From an optimization exercise on the open Yosys and OpenROAD flow, aimed at small area and a short achievable clock period; shortcuts taken in it are not production practice.
No activity file was given, so power comes from the tool's default toggle rates.

== the reference run ==
==> flow/design.v <==
module konya(DIN, Resetn, Clock, Run, Done, BusWires);
	input [15:0] DIN;
	input Resetn, Clock, Run;
	output Done;
	output [15:0] BusWires;
	reg [1:0] Tstep;
	reg L, b0;             
	reg [2:0] W, Y;        
	reg dsel;              
	reg dn;                
	reg Done;
	reg [15:0] R [0:7];
	reg [15:0] A;
	reg [15:0] BR;         
	reg zf;                
	reg gnew;              
	wire t0 = (Tstep == 2'd0);
	wire t1 = (Tstep == 2'd1);
	wire t2 = (Tstep == 2'd2);
	wire [2:0] op = DIN[15:13];
	wire [2:0] x = DIN[12:10];
	wire [2:0] y = DIN[9:7];
	wire op_mvi = (op == 3'd1);
	wire op_add = (op == 3'd2) | (op == 3'd3);
	wire op_st  = (op == 3'd4) | (op == 3'd5);
	wire op_nz  = (op == 3'd6);
	wire op_long = op_add | (op == 3'd7);
	wire [15:0] nd, nb;
	konya_nand2 bus_d [15:0] (.a(DIN), .b({16{dsel}}), .y(nd));
	konya_nand2 bus_b [15:0] (.a(BR), .b({16{dn}}), .y(nb));
	konya_nand2 bus_o [15:0] (.a(nd), .b(nb), .y(BusWires));
	wire [15:0] wd;
	konya_nand2 bus_w [15:0] (.a(nd), .b(nb), .y(wd));
	wire zf_now = gnew ? ~|BR : zf;
	reg [1:0] Tn;
	reg dsel_n, Done_n;
	always @(*) begin
		Tn = 2'd0; dsel_n = 1'b1; Done_n = 1'b0;
		case (Tstep)
			2'd0: if (Run) begin
				Tn = 2'd1;
				Done_n = ~op_long;
				dsel_n = op_mvi | (op == 3'd7) | (op_nz & ~zf_now);
			end
			2'd1: if (L) begin
				Tn = 2'd2;
				dsel_n = 1'b0;
			end
			2'd2: begin
				Tn = 2'd3;
				dsel_n = ~b0; Done_n = b0;
			end
			2'd3: ;
		endcase
	end
	always @(posedge Clock, negedge Resetn)
		if (!Resetn) begin
			Tstep <= 2'd0; dsel <= 1'b1; dn <= 1'b0; Done <= 1'b0;
		end else begin
			Tstep <= Tn; dsel <= dsel_n; dn <= ~dsel_n; Done <= Done_n;
		end
	wire [2:0] ridx = t0 ? ((op_add | op_st) ? x : y) : Y;
	wire [7:0] rsel = {8{~t2}} & (8'd1 << ridx);
	wire [16:0] c;
	assign c[0] = 1'b0;
	genvar k;
	generate for (k = 0; k < 16; k = k + 1) begin : add
		assign c[k+1] = (A[k] & BR[k]) | (c[k] & (A[k] ^ BR[k]));
	end endgenerate
	wire [15:0] gv = A ^ BR ^ (c[15:0] & {16{b0}});
	wire [15:0] BRn;
	konya_andor9 rd (.sel({t2, rsel}),
		.d({gv, R[7], R[6], R[5], R[4], R[3], R[2], R[1], R[0]}), .q(BRn));
	always @(posedge Clock) begin
		if (t0) begin
			L  <= op_long;
			b0 <= op_add;
			W  <= op_st ? y : x;
			Y  <= y;
		end
		if (Done)
			R[W] <= wd;
		if (t1 & L & b0)
			A <= BR;
		BR <= BRn;
		gnew <= t2;
		zf <= zf_now;
	end
endmodule
module konya_andor9(sel, d, q);
	input [8:0] sel;
	input [9*16-1:0] d;
	output [15:0] q;
	genvar b;
	generate for (b = 0; b < 16; b = b + 1) begin : bt
		wire [2:0] n;
		konya_aoi222 g0 (.s(sel[2:0]), .d({d[32+b], d[16+b], d[b]}), .y(n[0]));
		konya_aoi222 g1 (.s(sel[5:3]), .d({d[80+b], d[64+b], d[48+b]}), .y(n[1]));
		konya_aoi222 g2 (.s(sel[8:6]), .d({d[128+b], d[112+b], d[96+b]}), .y(n[2]));
		assign q[b] = ~&n;
	end endgenerate
endmodule
module konya_aoi222(s, d, y);
	input [2:0] s, d;
	output y;
	assign y = ~|(s & d);
endmodule
module konya_nand2(a, b, y);
	input a, b;
	output y;
	assign y = ~(a & b);
endmodule
export LEC_CHECK = 0
export CAP_MARGIN = 20
export CORE_MARGIN = 2
export CORE_UTILIZATION = 40
export CTS_BUF_LIST = sky130_fd_sc_hd__clkbuf_8
export CTS_CLUSTER_DIAMETER = 80
export CTS_CLUSTER_SIZE = 30
export SETUP_SLACK_MARGIN = 3.22
export SLEW_MARGIN = 20
export SYNTH_HIERARCHICAL = 1
export SYNTH_MINIMUM_KEEP_SIZE = 0
create_clock -name core_clock -period 6.0 [get_ports {Clock}]
standard.sh (not shown) runs the stock make flow with config.mk's settings and CLKGATE_MAP_FILE= SYNTH_SCRIPT=/design/flow/synth_recipe.tcl, a recipe that flattens the netlist after the stock synthesis.
==> flow/flow/run.sh <==
#!/bin/bash
set -euo pipefail
bash standard.sh \
  "CTS_ARGS=-sink_clustering_enable -repair_clock_nets -dont_use_dummy_load -sink_clustering_size 30 -sink_clustering_max_diameter 80 -buf_list sky130_fd_sc_hd__clkbuf_8" \
  finish > standard.log 2>&1
For the trial run, these inputs were changed with respect to the reference run:
==> flow/design.v, changed modules only <==
module konya(DIN, Resetn, Clock, Run, Done, BusWires);
	input [15:0] DIN;
	input Resetn, Clock, Run;
	output Done;
	output [15:0] BusWires;
	reg [1:0] Tstep;
	reg L, b0;             
	reg [2:0] W, Y;        
	reg dsel;              
	reg dn;                
	reg Done;
	reg [127:0] Rf;        
	reg [15:0] A;
	reg [15:0] BR;         
	reg zf;                
	reg gnew;              
	wire t0 = (Tstep == 2'd0);
	wire t1 = (Tstep == 2'd1);
	wire t2 = (Tstep == 2'd2);
	wire [2:0] op = DIN[15:13];
	wire [2:0] x = DIN[12:10];
	wire [2:0] y = DIN[9:7];
	wire op_mvi = (op == 3'd1);
	wire op_add = (op == 3'd2) | (op == 3'd3);
	wire op_st  = (op == 3'd4) | (op == 3'd5);
	wire op_nz  = (op == 3'd6);
	wire op_long = op_add | (op == 3'd7);
	wire [15:0] nd, nb;
	konya_nand2 bus_d [15:0] (.a(DIN), .b({16{dsel}}), .y(nd));
	konya_nand2 bus_b [15:0] (.a(BR), .b({16{dn}}), .y(nb));
	konya_nand2 bus_o [15:0] (.a(nd), .b(nb), .y(BusWires));
	wire zf_now = gnew ? ~|BR : zf;
	reg [1:0] Tn;
	reg dsel_n, Done_n;
	always @(*) begin
		Tn = 2'd0; dsel_n = 1'b1; Done_n = 1'b0;
		case (Tstep)
			2'd0: if (Run) begin
				Tn = 2'd1;
				Done_n = ~op_long;
				dsel_n = op_mvi | (op == 3'd7) | (op_nz & ~zf_now);
			end
			2'd1: if (L) begin
				Tn = 2'd2;
				dsel_n = 1'b0;
			end
			2'd2: begin
				Tn = 2'd3;
				dsel_n = ~b0; Done_n = b0;
			end
			2'd3: ;
		endcase
	end
	always @(posedge Clock, negedge Resetn)
		if (!Resetn) begin
			Tstep <= 2'd0; dsel <= 1'b1; dn <= 1'b0; Done <= 1'b0;
		end else begin
			Tstep <= Tn; dsel <= dsel_n; dn <= ~dsel_n; Done <= Done_n;
		end
	wire [2:0] ridx = t0 ? ((op_add | op_st) ? x : y) : Y;
	wire [7:0] rsel = {8{~t2}} & (8'd1 << ridx);
	wire [16:0] c;
	assign c[0] = 1'b0;
	genvar k;
	generate for (k = 0; k < 16; k = k + 1) begin : add
		assign c[k+1] = (A[k] & BR[k]) | (c[k] & (A[k] ^ BR[k]));
	end endgenerate
	wire [15:0] gv = A ^ BR ^ (c[15:0] & {16{b0}});
	wire [15:0] BRn;
	konya_andor9 rd (.sel({t2, rsel}),
		.d({gv, Rf}), .q(BRn));
	wire [7:0] rwe = {8{Done}} & (8'd1 << W);
	wire [127:0] rwe_b, Rfn;
	genvar r;
	generate for (r = 0; r < 8; r = r + 1) begin : rw
		assign rwe_b[16*r +: 16] = {16{rwe[r]}};
	end endgenerate
	konya_hold hR [127:0] (.d({8{BusWires}}), .we(rwe_b), .q(Rf), .wen(~rwe_b), .y(Rfn));
	wire awe = t1 & L & b0;
	wire [15:0] An;
	konya_hold hA [15:0] (.d(BR), .we({16{awe}}), .q(A), .wen({16{~awe}}), .y(An));
	wire [7:0] In;
	konya_hold hI [7:0] (.d({op_long, op_add, (op_st ? y : x), y}), .we({8{t0}}),
		.q({L, b0, W, Y}), .wen({8{~t0}}), .y(In));
	always @(posedge Clock) begin
		{L, b0, W, Y} <= In;
		Rf <= Rfn;
		A <= An;
		BR <= BRn;
		gnew <= t2;
		zf <= zf_now;
	end
endmodule
module konya_hold(d, we, q, wen, y);
	input d, we, q, wen;
	output y;
	assign y = (d & we) | (q & wen);
endmodule
- The trial run against the reference run: count of inverters other than clock inverters in the layout increased by 11 relative to the old numbers; share of the final layout cell area in sequential cells decreased by 17 points relative to the old numbers; share of the yosys chip area belonging to registers decreased by 21 points relative to the old numbers.
- Going from the reference run to the trial run, portion of the clock cycle consumed by the worst path in the final layout moved down; worst clock skew moved up.
- Summary of the comparison: final worst-path setup slack is higher in the trial run, relative to the reference run.
- Changes observed in the trial run relative to the reference run: total wire length after detailed routing saw an increase; number of flip-flops and latches saw little to no change.
- Going from the reference run to the trial run, the sequential logic power was found to have gone up by 21%.
- The trial run vs the reference run on number of gates resized after cts: the trial run is the higher one.
- From the reference run to the trial run the numbers moved as follows: routed length on met3 higher, share of synthesized cell area in full adder, half adder and majority cells roughly the same.
No functional check of the RTL was part of any run of this note.

== lagoon ==
Another version of the RTL of konya (not shown whole).
For scale: ~170 flip-flops, about 36 I/O pins.
==> module konya, before the edit <==
module konya(DIN, Resetn, Clock, Run, Done, BusWires);
	input [15:0] DIN;
	input Resetn, Clock, Run;
	output Done;
	output [15:0] BusWires;
	reg [1:0] Tstep;
	reg L, b0;             
	reg [2:0] W, Y;        
	reg dsel;              
	reg Done;
	reg [15:0] R [0:7];
	reg [15:0] A;
	reg [15:0] BR;         
	reg zf;                
	reg gnew;              
	wire t0 = (Tstep == 2'd0);
	wire t1 = (Tstep == 2'd1);
	wire t2 = (Tstep == 2'd2);
	wire [2:0] op = DIN[15:13];
	wire [2:0] x = DIN[12:10];
	wire [2:0] y = DIN[9:7];
	wire op_mvi = (op == 3'd1);
	wire op_add = (op == 3'd2) | (op == 3'd3);
	wire op_st  = (op == 3'd4) | (op == 3'd5);
	wire op_nz  = (op == 3'd6);
	wire op_long = op_add | (op == 3'd7);
	assign BusWires = dsel ? DIN : BR;
	wire zf_now = gnew ? ~|BR : zf;
	reg [1:0] Tn;
	reg dsel_n, Done_n;
	always @(*) begin
		Tn = 2'd0; dsel_n = 1'b1; Done_n = 1'b0;
		case (Tstep)
			2'd0: if (Run) begin
				Tn = 2'd1;
				Done_n = ~op_long;
				dsel_n = op_mvi | (op == 3'd7) | (op_nz & ~zf_now);
			end
			2'd1: if (L) begin
				Tn = 2'd2;
				dsel_n = 1'b0;
			end
			2'd2: begin
				Tn = 2'd3;
				dsel_n = ~b0; Done_n = b0;
			end
			2'd3: ;
		endcase
	end
	always @(posedge Clock, negedge Resetn)
		if (!Resetn) begin
			Tstep <= 2'd0; dsel <= 1'b1; Done <= 1'b0;
		end else begin
			Tstep <= Tn; dsel <= dsel_n; Done <= Done_n;
		end
	wire [2:0] ridx = t0 ? ((op_add | op_st) ? x : y) : Y;
	wire [7:0] rsel = {8{~t2}} & (8'd1 << ridx);
	wire [16:0] c;
	assign c[0] = 1'b0;
	genvar k;
	generate for (k = 0; k < 16; k = k + 1) begin : add
		assign c[k+1] = (A[k] & BR[k]) | (c[k] & (A[k] ^ BR[k]));
	end endgenerate
	wire [15:0] gv = A ^ BR ^ (c[15:0] & {16{b0}});
	wire [15:0] BRn;
	konya_andor9 rd (.sel({t2, rsel}),
		.d({gv, R[7], R[6], R[5], R[4], R[3], R[2], R[1], R[0]}), .q(BRn));
	always @(posedge Clock) begin
		if (t0) begin
			L  <= op_long;
			b0 <= op_add;
			W  <= op_st ? y : x;
			Y  <= y;
		end
		if (Done)
			R[W] <= BusWires;
		if (t1 & L & b0)
			A <= BR;
		BR <= BRn;
		gnew <= t2;
		zf <= zf_now;
	end
endmodule
clock: 6.0 ns
lec_check: 0
cap_margin: 20
core_margin: 2
core_utilization: 40
cts_buf_list: sky130_fd_sc_hd__clkbuf_8
cts_cluster_diameter: 80
cts_cluster_size: 30
setup_slack_margin: 3.3
slew_margin: 20
synth_hierarchical: 1
synth_minimum_keep_size: 0
run.sh (not shown) runs the stock make flow with config.mk's settings and CLKGATE_MAP_FILE= SYNTH_SCRIPT=/design/flow/synth_recipe.tcl, a recipe that flattens the netlist after the stock synthesis.
Stock flow here: none of the scripts above is used.
The inputs of maple differ from those of lagoon as listed below.
--- a/flow/design.v
+++ b/flow/design.v
@@ -4,12 +4,13 @@
 	output Done;
 	output [15:0] BusWires;
 	reg [1:0] Tstep;
 	reg L, b0;             
 	reg [2:0] W, Y;        
 	reg dsel;              
+	reg dn;                
 	reg Done;
 	reg [15:0] R [0:7];
 	reg [15:0] A;
 	reg [15:0] BR;         
 	reg zf;                
 	reg gnew;              
@@ -21,13 +22,16 @@
 	wire [2:0] y = DIN[9:7];
 	wire op_mvi = (op == 3'd1);
 	wire op_add = (op == 3'd2) | (op == 3'd3);
 	wire op_st  = (op == 3'd4) | (op == 3'd5);
 	wire op_nz  = (op == 3'd6);
 	wire op_long = op_add | (op == 3'd7);
-	assign BusWires = dsel ? DIN : BR;
+	wire [15:0] nd, nb;
+	konya_nand2 bus_d [15:0] (.a(DIN), .b({16{dsel}}), .y(nd));
+	konya_nand2 bus_b [15:0] (.a(BR), .b({16{dn}}), .y(nb));
+	konya_nand2 bus_o [15:0] (.a(nd), .b(nb), .y(BusWires));
 	wire zf_now = gnew ? ~|BR : zf;
 	reg [1:0] Tn;
 	reg dsel_n, Done_n;
 	always @(*) begin
 		Tn = 2'd0; dsel_n = 1'b1; Done_n = 1'b0;
 		case (Tstep)
@@ -46,18 +50,21 @@
 			end
 			2'd3: ;
 		endcase
 	end
 	always @(posedge Clock, negedge Resetn)
 		if (!Resetn) begin
-			Tstep <= 2'd0; dsel <= 1'b1; Done <= 1'b0;
+			Tstep <= 2'd0; dsel <= 1'b1; dn <= 1'b0; Done <= 1'b0;
 		end else begin
-			Tstep <= Tn; dsel <= dsel_n; Done <= Done_n;
+			Tstep <= Tn; dsel <= dsel_n; dn <= ~dsel_n; Done <= Done_n;
 		end
-	wire [2:0] ridx = t0 ? ((op_add | op_st) ? x : y) : Y;
-	wire [7:0] rsel = {8{~t2}} & (8'd1 << ridx);
+	wire rxf = op[2] ^ op[1];
+	wire [7:0] xdec = 8'd1 << x;
+	wire [7:0] ydec = 8'd1 << y;
+	wire [7:0] Ydec = 8'd1 << Y;
+	wire [7:0] rsel = t0 ? (rxf ? xdec : ydec) : ({8{~t2}} & Ydec);
 	wire [16:0] c;
 	assign c[0] = 1'b0;
 	genvar k;
 	generate for (k = 0; k < 16; k = k + 1) begin : add
 		assign c[k+1] = (A[k] & BR[k]) | (c[k] & (A[k] ^ BR[k]));
 	end endgenerate
@@ -96,6 +103,11 @@
 endmodule
 module konya_aoi222(s, d, y);
 	input [2:0] s, d;
 	output y;
 	assign y = ~|(s & d);
 endmodule
+module konya_nand2(a, b, y);
+	input a, b;
+	output y;
+	assign y = ~(a & b);
+endmodule
Count of flip-flops and latches, lagoon and maple: higher on maple. Taking lagoon as the reference, in maple fraction of synthesized area in multiplexers lost 3.0 points; iteration count of the initial detailed-routing pass lost 2; time the worst path needs with I/O delays and setup lost 0.23 ns; total via count in the routed design picked up an extra 253; maximum fanout encountered on the critical timing path picked up an extra 3. Status: worst hold slack parity (maple, lagoon). As far as power attributed to sequential cells is concerned, maple and lagoon perform about the same. Comparing the two runs side by side, maple comes out ahead of lagoon on final worst-path setup slack. Higher power dissipated in combinational cells was reported by lagoon, not maple. Compared with lagoon, placement density in the core of maple is higher.
No run of this note included a check of the RTL's function; only the layout flow was run.

-- separate check: timing with driven ports --
How much do the figures lean on ideal ports? The routed layouts below were timed once more, with nothing changed but the port constraints.
Step 1 sets driving cells, clkbuf_16 on the clock port and buf_2 on the other inputs (assumed; they add their load-dependent delay and slew).
Step 2 moves the port delays by t, midway between the first and last clock arrival at a register: inputs arrive t later, outputs are due t later. That takes back most of the time a late clock gives input paths.
Three values: no drivers, after step 1, after step 2; two values: the first two.
run | shift t [ns] | setup slack, ns | slew at the worst register clock pin (ns)
the reference run | 0.471 | 3.184 / 3.145 / 2.774 | 0.09 / 0.09
the trial run | 0.480 | 3.221 / 3.179 / 2.743 | 0.09 / 0.09
lagoon | 0.482 | 2.985 / 2.968 / 2.679 | 0.09 / 0.09
maple | 0.499 | 3.217 / 3.161 / 2.784 | 0.10 / 0.10
After both steps every run listed still meets setup and hold. For the trial run, which loses most, drivers alone change the setup slack by -0.042 ns; drivers and shift together by -0.478 ns.
